Background: an optimization exercise with open tools, aiming at small area, a short achievable clock period and few clock cycles. Do not read the settings as production practice. The RTL was checked by simulation tests, not by an equivalence proof against the original design.

===== flow/design.v =====
module  CONV(
	input			clk, 
	input			reset, 
	output reg		busy,	
	input			ready,				
	output reg[11:0]	iaddr,
	input signed[19:0]		idata,	
	output reg 	 	cwr,
	output reg[11:0] 	caddr_wr,
	output reg[19:0] 	cdata_wr,	
	output reg	 	crd,
	output reg[11:0]	caddr_rd,
	input	[19:0]		cdata_rd,
	output reg[2:0] 	csel
	);
parameter 	STATE_IDLE = 3'd0,
			STATE_CONV = 3'd1,
			STATE_L0MEM = 3'd2,
			STATE_READ_MEM = 3'd3,
			STATE_L1MEM = 3'd4,
			STATE_L2MEM = 3'd5,
			STATE_FINISH = 3'd6,
			STATE_DELAY = 3'd7;
parameter STATE_READ_L0MEM0 = 2'd0, STATE_READ_L0MEM1 = 2'd1, STATE_READ_L1MEM0 = 2'd2, STATE_READ_L1MEM1 =2'd3;
parameter 	bias0 = 20'h01310,
			bias1 = 20'hF7295;	
parameter NOSEL = 3'd0, LAYER0_kernel0 = 3'd1, 	LAYER0_kernel1 = 3'd2, LAYER1_kernel0 = 3'd3, 	LAYER1_kernel1 = 3'd4, LAYER2 = 3'd5;
reg [2:0] cur_state, nx_state, previos_state;
reg [1:0] cur_rd_state, nx_rd_state, cur_wr_state, nx_wr_state;
reg signed [19:0] idata_buffer;
reg [5:0] x, y;
reg [3:0] cnt_block;
reg signed [39:0] conv_mul_0, conv_add_0, conv_mul_1, conv_add_1;
wire signed [19:0] kernel_0, kernel_1;
wire signed [39:0] sum0, sum1;
wire signed [19:0] carry0, carry1;
reg [2:0] cnt_pooling;
reg signed [19:0] max;
reg flag_0, flag_1, flag_2;
always @( posedge clk or posedge reset ) begin
	if( reset ) idata_buffer <= 'd0;
	else begin
		case( cnt_block )
		1: idata_buffer <= ( x==0 || y==0 )? 'd0: idata; 
		2: idata_buffer <= ( y==0 )? 'd0: idata; 
		3: idata_buffer <= ( x==63 || y==0 )? 'd0: idata; 
		4: idata_buffer <= ( x==0 )? 'd0: idata; 
		5: idata_buffer <= idata; 
		6: idata_buffer <= ( x==63 )? 'd0: idata; 
		7: idata_buffer <= ( x==0 || y==63 )? 'd0: idata; 
		8: idata_buffer <= ( y==63 )? 'd0: idata; 
		9: idata_buffer <= ( x==63 || y==63 )? 'd0: idata; 
		endcase
	end
end
always @( posedge clk or posedge reset ) begin
	if( reset ) cnt_block <= 0;
	else if( nx_state == STATE_CONV ) cnt_block <= cnt_block + 1;
	else cnt_block <= 0;
end
always @( posedge clk or posedge reset ) begin
	if( reset ) begin
		x <= 'd0; y <= 'd0;
	end
	else if( nx_state == STATE_DELAY ) begin
		if( cur_state == STATE_L2MEM  ) begin
			x[4:0] <= x[4:0] + 1; y <= y + ( x == 5'd31 ) ;	
		end
		else if( cur_state == STATE_L1MEM ) begin
			x <= x + 2; y <= y + ( x == 6'd62 ) + ( x == 6'd62 );
		end
		else begin  
			x <= x + 1; y <= y + ( x == 6'd63 );
		end
	end
end
always @( posedge clk or posedge reset ) begin
	if( reset ) begin
		conv_mul_0 <= 'd0; conv_mul_1 <= 'd0;
	end 
	else if( cur_state == STATE_CONV ) begin
		if( cnt_block > 1 ) begin
			conv_mul_0 <= kernel_0 * idata_buffer;
			conv_mul_1 <= kernel_1 * idata_buffer;			
		end
		else begin
			conv_mul_0 <= 'd0; conv_mul_1 <= 'd0;
		end
	end
end
always @( posedge clk or posedge reset ) begin
	if( reset ) begin
		conv_add_0 <= 'd0; conv_add_1 <= 'd0;
	end
	else if( cur_state == STATE_CONV ) begin
		if( cnt_block > 2 ) begin
			conv_add_0 <= conv_add_0 + conv_mul_0 ;
			conv_add_1 <= conv_add_1 + conv_mul_1 ;
		end
		else begin
			conv_add_0 <= 'd0;
			conv_add_1 <= 'd0;
		end
	end
end
KERNEL0 u_kernel0( .counter(cnt_block), .kernel(kernel_0) );
KERNEL1 u_kernel1( .counter(cnt_block), .kernel(kernel_1) );
always @( posedge clk or posedge reset ) begin
	if( reset ) busy <= 0;
	else if( cur_state == STATE_FINISH ) busy <= 0;
	else if( cur_state == STATE_IDLE ) busy <= 1;
end
always @( * ) begin
	case( cur_state ) 
	STATE_IDLE, STATE_CONV, STATE_DELAY, STATE_READ_MEM : begin
		crd = 1; cwr = 0;
	end	
	STATE_L0MEM, STATE_L1MEM, STATE_L2MEM: begin
		crd = 0; cwr = 1;
	end
	default: begin
		crd = 0; cwr = 0;
	end
	endcase
end
always @( * ) begin
	case( cur_state ) 
	STATE_IDLE, STATE_CONV: csel = NOSEL;
	STATE_DELAY: 			csel = LAYER0_kernel0;
	STATE_L0MEM: 			csel = ( flag_0 )? LAYER0_kernel1 : LAYER0_kernel0 ;
	STATE_READ_MEM: begin
		case( cur_rd_state ) 
		STATE_READ_L0MEM0: 	csel = LAYER0_kernel0;
		STATE_READ_L0MEM1: 	csel = LAYER0_kernel1;
		STATE_READ_L1MEM0: 	csel = LAYER1_kernel0;
		STATE_READ_L1MEM1: 	csel = LAYER1_kernel1;
		endcase
	end
	STATE_L1MEM: 			csel = ( flag_1 )? LAYER1_kernel1 : LAYER1_kernel0;
	STATE_L2MEM:  			csel = LAYER2;
	default: 				csel = NOSEL;
	endcase
end
always @( posedge clk or posedge reset ) begin
	if( reset ) cnt_pooling <= 0;
	else if( cur_state == STATE_IDLE || cur_state == STATE_CONV || cur_state == STATE_L0MEM || ( cur_state == STATE_DELAY && previos_state == STATE_L0MEM ) ) cnt_pooling <= 3'd7;
	else if( nx_rd_state == STATE_READ_L0MEM0 || nx_rd_state == STATE_READ_L0MEM1 ) cnt_pooling <= cnt_pooling + 2'd1;
	else cnt_pooling <= 0;
end
always @( posedge clk or posedge reset ) begin
	if( reset ) max <= 'd0;
	else if( cur_state == STATE_READ_MEM && (cur_rd_state == STATE_READ_L0MEM0 || cur_rd_state == STATE_READ_L0MEM1) ) begin
		if( cnt_pooling == 1 ) max <= cdata_rd;
		else if( cdata_rd > max ) max <= cdata_rd;
	end
end
always @( posedge clk or posedge reset ) begin
	if( reset ) iaddr <= 0;
	else if( nx_state == STATE_CONV ) begin
		case( cnt_block )
		0: iaddr <= {y-6'd1,x-6'd1};
		1: iaddr <= {y-6'd1,x};
		2: iaddr <= {y-6'd1,x+6'd1};
		3: iaddr <= {y,x-6'd1};
		4: iaddr <= {y,x};
		5: iaddr <= {y,x+6'd1};
		6: iaddr <= {y+6'd1,x-6'd1};
		7: iaddr <= {y+6'd1,x};
		8: iaddr <= {y+6'd1,x+6'd1};
		endcase
	end
end
always @( posedge clk or posedge reset ) begin
	if( reset ) flag_2 <= 0;
	else if( cur_state == STATE_L2MEM ) flag_2 <= ~flag_2;
end
always @( posedge clk or posedge reset ) begin
	if( reset ) flag_1 <= 0;
	else if( cur_state == STATE_L1MEM ) flag_1 <= ~flag_1;
end
always @( posedge clk or posedge reset ) begin
	if( reset ) flag_0 <= 0;
	else if( cur_state == STATE_L0MEM ) flag_0 <= ~flag_0;
end
assign sum0 = conv_add_0 + {4'b0,bias0,16'b0};
assign sum1 = conv_add_1 + {4'b0,bias1,16'b0};
assign carry0 = ( sum0[15] )? sum0[35:16] + 1: sum0[35:16];
assign carry1 = ( sum1[15] )? sum1[35:16] + 1: sum1[35:16];
always @( posedge clk or posedge reset ) begin
	if( reset ) caddr_wr <= 0;
	else if( nx_state == STATE_L0MEM ) caddr_wr <= {y,x};
	else if( nx_state == STATE_L1MEM ) caddr_wr <= {y[5:1],x[5:1]};
	else if( nx_state == STATE_L2MEM ) caddr_wr <= {y,x[4:0],1'b0} + flag_2;
end
always @( posedge clk or posedge reset ) begin
	if( reset ) cdata_wr <= 0;
	else if( nx_state == STATE_L0MEM ) begin
		if( cur_state == STATE_L0MEM ) cdata_wr <= ( carry1 > 0 )? carry1 : 'd0 ;  
		else cdata_wr <= ( carry0 > 0 )? carry0 : 'd0 ;
	end
	else if( nx_state == STATE_L1MEM ) cdata_wr <= ( cdata_rd > max )? cdata_rd: max ;
	else if( nx_state == STATE_L2MEM ) cdata_wr <= cdata_rd;
end
always @( posedge clk or posedge reset ) begin
	if( reset ) caddr_rd <= 0;
	else if( nx_rd_state == STATE_READ_L0MEM0 || nx_rd_state == STATE_READ_L0MEM1 ) begin
		case( cnt_pooling )
		0: caddr_rd <= {y,x};
		1: caddr_rd <= {y,x+6'd1};
		2: caddr_rd <= {y+6'd1,x};
		3: caddr_rd <= {y+6'd1,x+6'd1};
		endcase
	end
	else if( nx_rd_state == STATE_READ_L1MEM0 || nx_rd_state == STATE_READ_L1MEM1 ) caddr_rd <= {y[4:0],x[4:0]};
end
always @( posedge clk or posedge reset ) begin
	if( reset ) previos_state <= STATE_IDLE;
	else previos_state <= cur_state;
end
always @( posedge clk or posedge reset ) begin
	if( reset ) cur_state <= STATE_IDLE;
	else cur_state <= nx_state;
end
always @( * ) begin
	case( cur_state )
	STATE_IDLE: nx_state = ( !ready )? STATE_CONV : STATE_IDLE ;
	STATE_CONV: nx_state = ( cnt_block == 12 )? STATE_L0MEM : STATE_CONV ;
	STATE_READ_MEM: begin
		if( cur_rd_state == STATE_READ_L0MEM0 ) nx_state = ( cnt_pooling == 3'd4 )? STATE_L1MEM : STATE_READ_MEM ;
		else if( cur_rd_state == STATE_READ_L0MEM1 ) nx_state = ( cnt_pooling == 3'd4 )? STATE_L1MEM : STATE_READ_MEM ;
		else if( cur_rd_state == STATE_READ_L1MEM0 ) nx_state = STATE_L2MEM;
		else nx_state = STATE_L2MEM;  
	end
	STATE_L0MEM: nx_state = ( flag_0 )? STATE_DELAY : STATE_L0MEM ;
	STATE_L1MEM: nx_state = ( flag_1 )? STATE_DELAY : STATE_READ_MEM ;
	STATE_L2MEM: nx_state = ( flag_2 )? STATE_DELAY : STATE_READ_MEM ;
	STATE_DELAY: begin
		if( {y,x} == 12'd0 ) begin
			if( previos_state == STATE_L2MEM  ) nx_state = STATE_FINISH;
			else if( previos_state == STATE_L1MEM ) nx_state = STATE_READ_MEM;
			else nx_state = STATE_READ_MEM;  
		end
		else begin
			if( previos_state == STATE_L2MEM  ) nx_state = STATE_READ_MEM;
			else if( previos_state == STATE_L1MEM ) nx_state = STATE_READ_MEM;
			else nx_state = STATE_CONV;  
		end
	end
	STATE_FINISH: nx_state = STATE_FINISH;
	endcase 
end
always @( posedge clk or posedge reset ) begin
	if( reset ) cur_rd_state <= STATE_READ_L0MEM0;
	else cur_rd_state <= nx_rd_state;
end
always @( * ) begin
	case( cur_rd_state ) 
	STATE_READ_L0MEM0: nx_rd_state = ( cur_state == STATE_L1MEM )? STATE_READ_L0MEM1 : STATE_READ_L0MEM0 ;
	STATE_READ_L0MEM1: begin
		if( cur_state == STATE_DELAY ) nx_rd_state = ( {y,x} == 12'd0 )? STATE_READ_L1MEM0 : STATE_READ_L0MEM0 ;
		else nx_rd_state = STATE_READ_L0MEM1;
	end
	STATE_READ_L1MEM0: nx_rd_state = ( cur_state == STATE_L2MEM )? STATE_READ_L1MEM1: STATE_READ_L1MEM0 ;
	STATE_READ_L1MEM1: begin
		if( cur_state == STATE_DELAY ) nx_rd_state = ( {y,x} == 12'd0 )? STATE_READ_L0MEM0: STATE_READ_L1MEM0 ;
		else nx_rd_state = STATE_READ_L1MEM1;
	end
	endcase
end
endmodule
module KERNEL0(
	counter,
	kernel
);
input [3:0] counter ;
output reg signed [19:0] kernel;
parameter 	 
			Kernel_0 = 20'h0A89E,
			Kernel_1 = 20'h092D5,
			Kernel_2 = 20'h06D43,
			Kernel_3 = 20'h01004,
			Kernel_4 = 20'hF8F71,
			Kernel_5 = 20'hF6E54,
			Kernel_6 = 20'hFA6D7,
			Kernel_7 = 20'hFC834,
			Kernel_8 = 20'hFAC19;
always@( * ) begin 
	case( counter ) 
	2: kernel = Kernel_0;
	3: kernel = Kernel_1;
	4: kernel = Kernel_2;
	5: kernel = Kernel_3;
	6: kernel = Kernel_4;
	7: kernel = Kernel_5;
	8: kernel = Kernel_6;
	9: kernel = Kernel_7;
	10: kernel = Kernel_8;
	default: kernel = 'd0;
	endcase
end
endmodule
module KERNEL1(
	counter,
	kernel
);
input [3:0] counter ;
output reg signed [19:0] kernel;
parameter 	 
			Kernel_0 = 20'hFDB55,
			Kernel_1 = 20'h02992,
			Kernel_2 = 20'hFC994,
			Kernel_3 = 20'h050FD,
			Kernel_4 = 20'h02F20,
			Kernel_5 = 20'h0202D,
			Kernel_6 = 20'h03BD7,
			Kernel_7 = 20'hFD369,
			Kernel_8 = 20'h05E68;
always@( * ) begin 
	case( counter ) 
	2: kernel = Kernel_0;
	3: kernel = Kernel_1;
	4: kernel = Kernel_2;
	5: kernel = Kernel_3;
	6: kernel = Kernel_4;
	7: kernel = Kernel_5;
	8: kernel = Kernel_6;
	9: kernel = Kernel_7;
	10: kernel = Kernel_8;
	default: kernel = 'd0;
	endcase
end
endmodule

===== flow/run.sh =====
#!/bin/bash
# synth_recipe.tcl (not shown) runs the flow's synth.tcl, then flattens the netlist and writes it again
# the make line also repeats each setting of config.mk as NAME=value (left out here)
make -C /OpenROAD-flow-scripts/flow DESIGN_CONFIG=/design/flow/config.mk WORK_HOME=/design/flow/orfs CLKGATE_MAP_FILE= SYNTH_SCRIPT=/design/flow/synth_recipe.tcl finish

===== flow/config.mk =====
export PLATFORM = sky130hd
export DESIGN_NAME = CONV
export DESIGN_NICKNAME = CONV
export VERILOG_FILES = /design/flow/design.v
export SDC_FILE = /design/flow/constraint.sdc
export NUM_CORES = 4
export LEC_CHECK = 0
export CAP_MARGIN = 20
export CORE_MARGIN = 2
export CORE_UTILIZATION = 40
export SLEW_MARGIN = 20

===== flow/constraint.sdc =====
create_clock -name core_clock -period 11.0 [get_ports {clk}]
set_input_delay 2.2000 -clock core_clock [delete_from_list [all_inputs] [get_ports {clk}]]
set_output_delay 2.2000 -clock core_clock [all_outputs]
set_load 0.01 [all_outputs]

==> impl_metrics.json <==
{
  "setup_ws_ns": 1.290,
  "grt_pass1_wl_um": 198000,
  "synth-seq-area-share_pct": 15.59,
  "finClkSkew_ns": 0.02878,
  "netlist_area_um2": 43490,
  "antenna_found_initial": 1,
  "route.detailed.drc": 0,
  "finalSetupViolCount": 0,
  "synth_edf_count": 0,
  "dpl-instance-area_um2": 45950,
  "die_area_um2": 111400,
  "r2r-start": "cnt_block[2]$_DFF_PP0_",
  "grt_pass1_vias": 34710,
  "cp_max_fo": 22,
  "cts-hold-fix-buffers": 0,
  "ys_async_sr_fraction_pct": 100.0,
  "tightest_slew_ns": 1.170,
  "chipHeight_um": 333.7,
  "drt_iter0_markers": 2419,
  "cts.sinks": 271,
  "reg2regPathDepth": 27,
  "ys_warn_count": 3,
  "die_width_um": 333.7,
  "clk_latency_ns": 0.60,
  "placed_cells": 6173,
  "grt.total_usage_pct": 22.63,
  "grt_start_max_net_pins": 73,
  "dp_hpwl_um": 96410,
  "period_needed_ns": 9.710,
  "postCtsSetupBuffers": 0,
  "ctsResizeCount": 0,
  "htreeDepth": 2,
  "cp_data_required_time_ns": 11.50,
  "dp_slack_ns": 1.134,
  "diodes": 0,
  "reg2reg_slack_ns": 1.29,
  "drtAntennaViolNets": 0,
  "hp-class": "reg -> reg",
  "cap_violations": 0,
  "finalSetupTns_ns": 0,
  "path_depth": 27,
  "max_freq_mhz": 103.0,
  "final_cell_area_um2": 47350,
  "route.detailed.wl_per_inst_um": 19.68,
  "synthCells": 4833,
  "drv_slew": 0,
  "max-slew-margin-rel_pct": 21.72,
  "worstHoldEndpoint": "caddr_wr[4]$_DFFE_PP0P_",
  "core_area_um2": 107500,
  "numCtsBuffers": 38,
  "critical_path_buf_inv_count": 7,
  "syn_to_final_growth_pct": 8.882,
  "crit_slowest_cell": "dfrtp_1",
  "netlist_top_cells_area": "fa_1, dfrtp_1, ha_1, inv_1, and2_1",
  "clkTransAtPathRegs_ns": 0.06,
  "syn_area_per_cell_um2": 8.998,
  "period_share_pct": 88.27,
  "ys_ff_latch": 271,
  "io_pins": 105,
  "synth_fp_nets": 5922,
  "dr.pass1.iters": 7,
  "num_rows": 120,
  "wl_um": 122800,
  "clockBufferDepth": 3,
  "synth_top_cell_by_area": "fa_1",
  "vias": 33100,
  "root_buffer": "clkbuf_16",
  "status": "timing/DRC/antenna clean",
  "cp-start-kind": "register",
  "drive_gt1_share_pct": 3.906,
  "reg2reg_to": "conv_mul_1[34]$_DFFE_PP0P_",
  "nets": 5899,
  "holdCritStartpoint": "caddr_wr[4]$_DFFE_PP0P_",
  "fin_cells": 6242,
  "slowest_delay_ns": 0.83,
  "routed_via_density": 5.303,
  "port_buffers": 104,
  "gp_congestion": 0.9208,
  "synth_top_area_share_pct": 32.64,
  "grt.overflow.total": 0,
  "path_delay_family": "adder cells",
  "rsz0062_at_grt": "no",
  "hold_viol": 0,
  "yosysMostFrequentCell": "inv_1",
  "holdPathStages": 2,
  "crit_type": "reg -> reg",
  "end_kind": "register",
  "start_util_pct": 40.45,
  "yosys-top-cells-count": "inv_1, fa_1, nand2_1, ha_1, and2_1",
  "synthFlopType": "dfrtp_1",
  "cts_tree": "yes",
  "yosysUniqueCellTypes": 95,
  "arrival_ns": 10.21
}
[layout by cell type (no fill, tap or decap), types with 13 or more instances in the layout]
cell type | Yosys | final
inv_1 | 878 | 877
fa_1 | 709 | 709
nand2_1 | 545 | 543
ha_1 | 337 | 337
and2_1 | 335 | 334
dfrtp_1 | 271 | 269
o21ai_0 | 280 | 268
a21oi_1 | 185 | 185
nor2_1 | 159 | 155
xnor2_1 | 131 | 131
clkdlybuf4s50_1 | 0 | 104
xor2_1 | 85 | 85
a21o_1 | 79 | 79
buf_4 | 1 | 67
a22o_1 | 48 | 48
nor3_1 | 40 | 39
clkbuf_16 | 0 | 39
nand3_1 | 34 | 34
nand2b_1 | 30 | 30
nor2b_1 | 29 | 29
and3_1 | 29 | 29
o21a_1 | 27 | 27
o21bai_1 | 26 | 25
o22ai_1 | 22 | 21
nand4_1 | 18 | 18
o211ai_1 | 18 | 18
a211oi_1 | 17 | 17
o31ai_1 | 16 | 16
a221o_1 | 16 | 16
a31oi_1 | 14 | 14
a221oi_1 | 14 | 14
o21ai_1 | 3 | 14
a22oi_1 | 13 | 13
[layout make-up]
type	count	area (µm²)
inverters	879	3307
multi-input cells	3449	32560
repair buffers	171	1544
flip-flops and latches	271	6784
clock inverters	22	329.1
clock buffers	47	1066
fillers	10520	60150
well taps	1403	1755
[how the worst max path moves through the flow]
stage,from,end
after floorplan,reset,busy$_DFFE_PP0P_
after global placement,cnt_block[2]$_DFF_PP0_,conv_mul_1[34]$_DFFE_PP0P_
after detailed placement,cnt_block[2]$_DFF_PP0_,conv_mul_1[34]$_DFFE_PP0P_
after CTS,cnt_block[2]$_DFF_PP0_,conv_mul_1[34]$_DFFE_PP0P_
after global routing,cnt_block[2]$_DFF_PP0_,conv_mul_1[34]$_DFFE_PP0P_
final,cnt_block[2]$_DFF_PP0_,conv_mul_1[34]$_DFFE_PP0P_
[metal layers]
metal / routed length, µm / GRT usage (%) / share of wire [%]
met1: 54920 / 30.96 / 45
met2: 56690 / 37.27 / 46
met3: 7776 / 3.525 / 6.3
met4: 3429 / 6.268 / 2.8
met5: 0 / 0 / 0
[worst min-delay path, stage by stage (launching register included)]
cell and delay [ns]:
dfrtp_1 0.34, nand2_1 0.04, o21ai_0 0.06
[sequential cells by signal (all words and copies together), names as in the netlist, 4 cells and up]
signal        count
cnt_block         4
cdata_wr         20
conv_mul_1       36
conv_add_0       36
caddr_rd         12
max              20
caddr_wr         12
conv_mul_0       36
idata_buffer     20
x                 6
conv_add_1       36
iaddr            12
y                 6
[kinds of logic (layout without fill, tap and decap cells)]
kind of cell | after synthesis | count (layout) | synth area share (%)
simple gates | 1290 | 1290 | 14.55
compound gates | 881 | 881 | 13.12
mux | 15 | 15 | 0.3568
fa+ha+maj | 1046 | 1046 | 42.34
xor+xnor | 217 | 217 | 4.388
flops | 271 | 271 | 15.59
buf+inv | 1113 | 1119 | 9.659
[per-stage QoR]
stage          utilization, %  hold slack [ns]
2_1_floorplan               -           0.4454
3_3_place_gp            42.74           0.4607
3_5_place_dp            42.74           0.4668
4_1_cts                 44.04           0.4789
5_1_grt                 44.04           0.5001
6_report                44.04           0.4776
Testbench counts, summed over its fixed seeds: cycles 1,056,804.

port drivers added, routing unchanged:
Ports are ideal in the flow. The routed layout listed here was re-timed in OpenROAD.
Step 1, drivers: a clkbuf_16 drives clk and a buf_2 each remaining input, both assumed.
Step 2 adds t to the input delays and takes it off the output delays; t is the mean of the earliest and latest rising clock arrival at the registers after step 1. Input paths then give back, and output paths get back, about the clock's delay inside the block.
Slacks: no drivers / after step 1 / after step 2; pairs: no drivers / after step 1.
t, ns: 0.657
slack for setup (ns): 1.290 / 1.290 / 1.290
worst register clock-pin slew, ns: 0.07 / 0.07
After both steps this run still meets setup and hold. For this run, drivers alone change the setup slack by 0.000 ns; drivers and shift together by 0.000 ns.
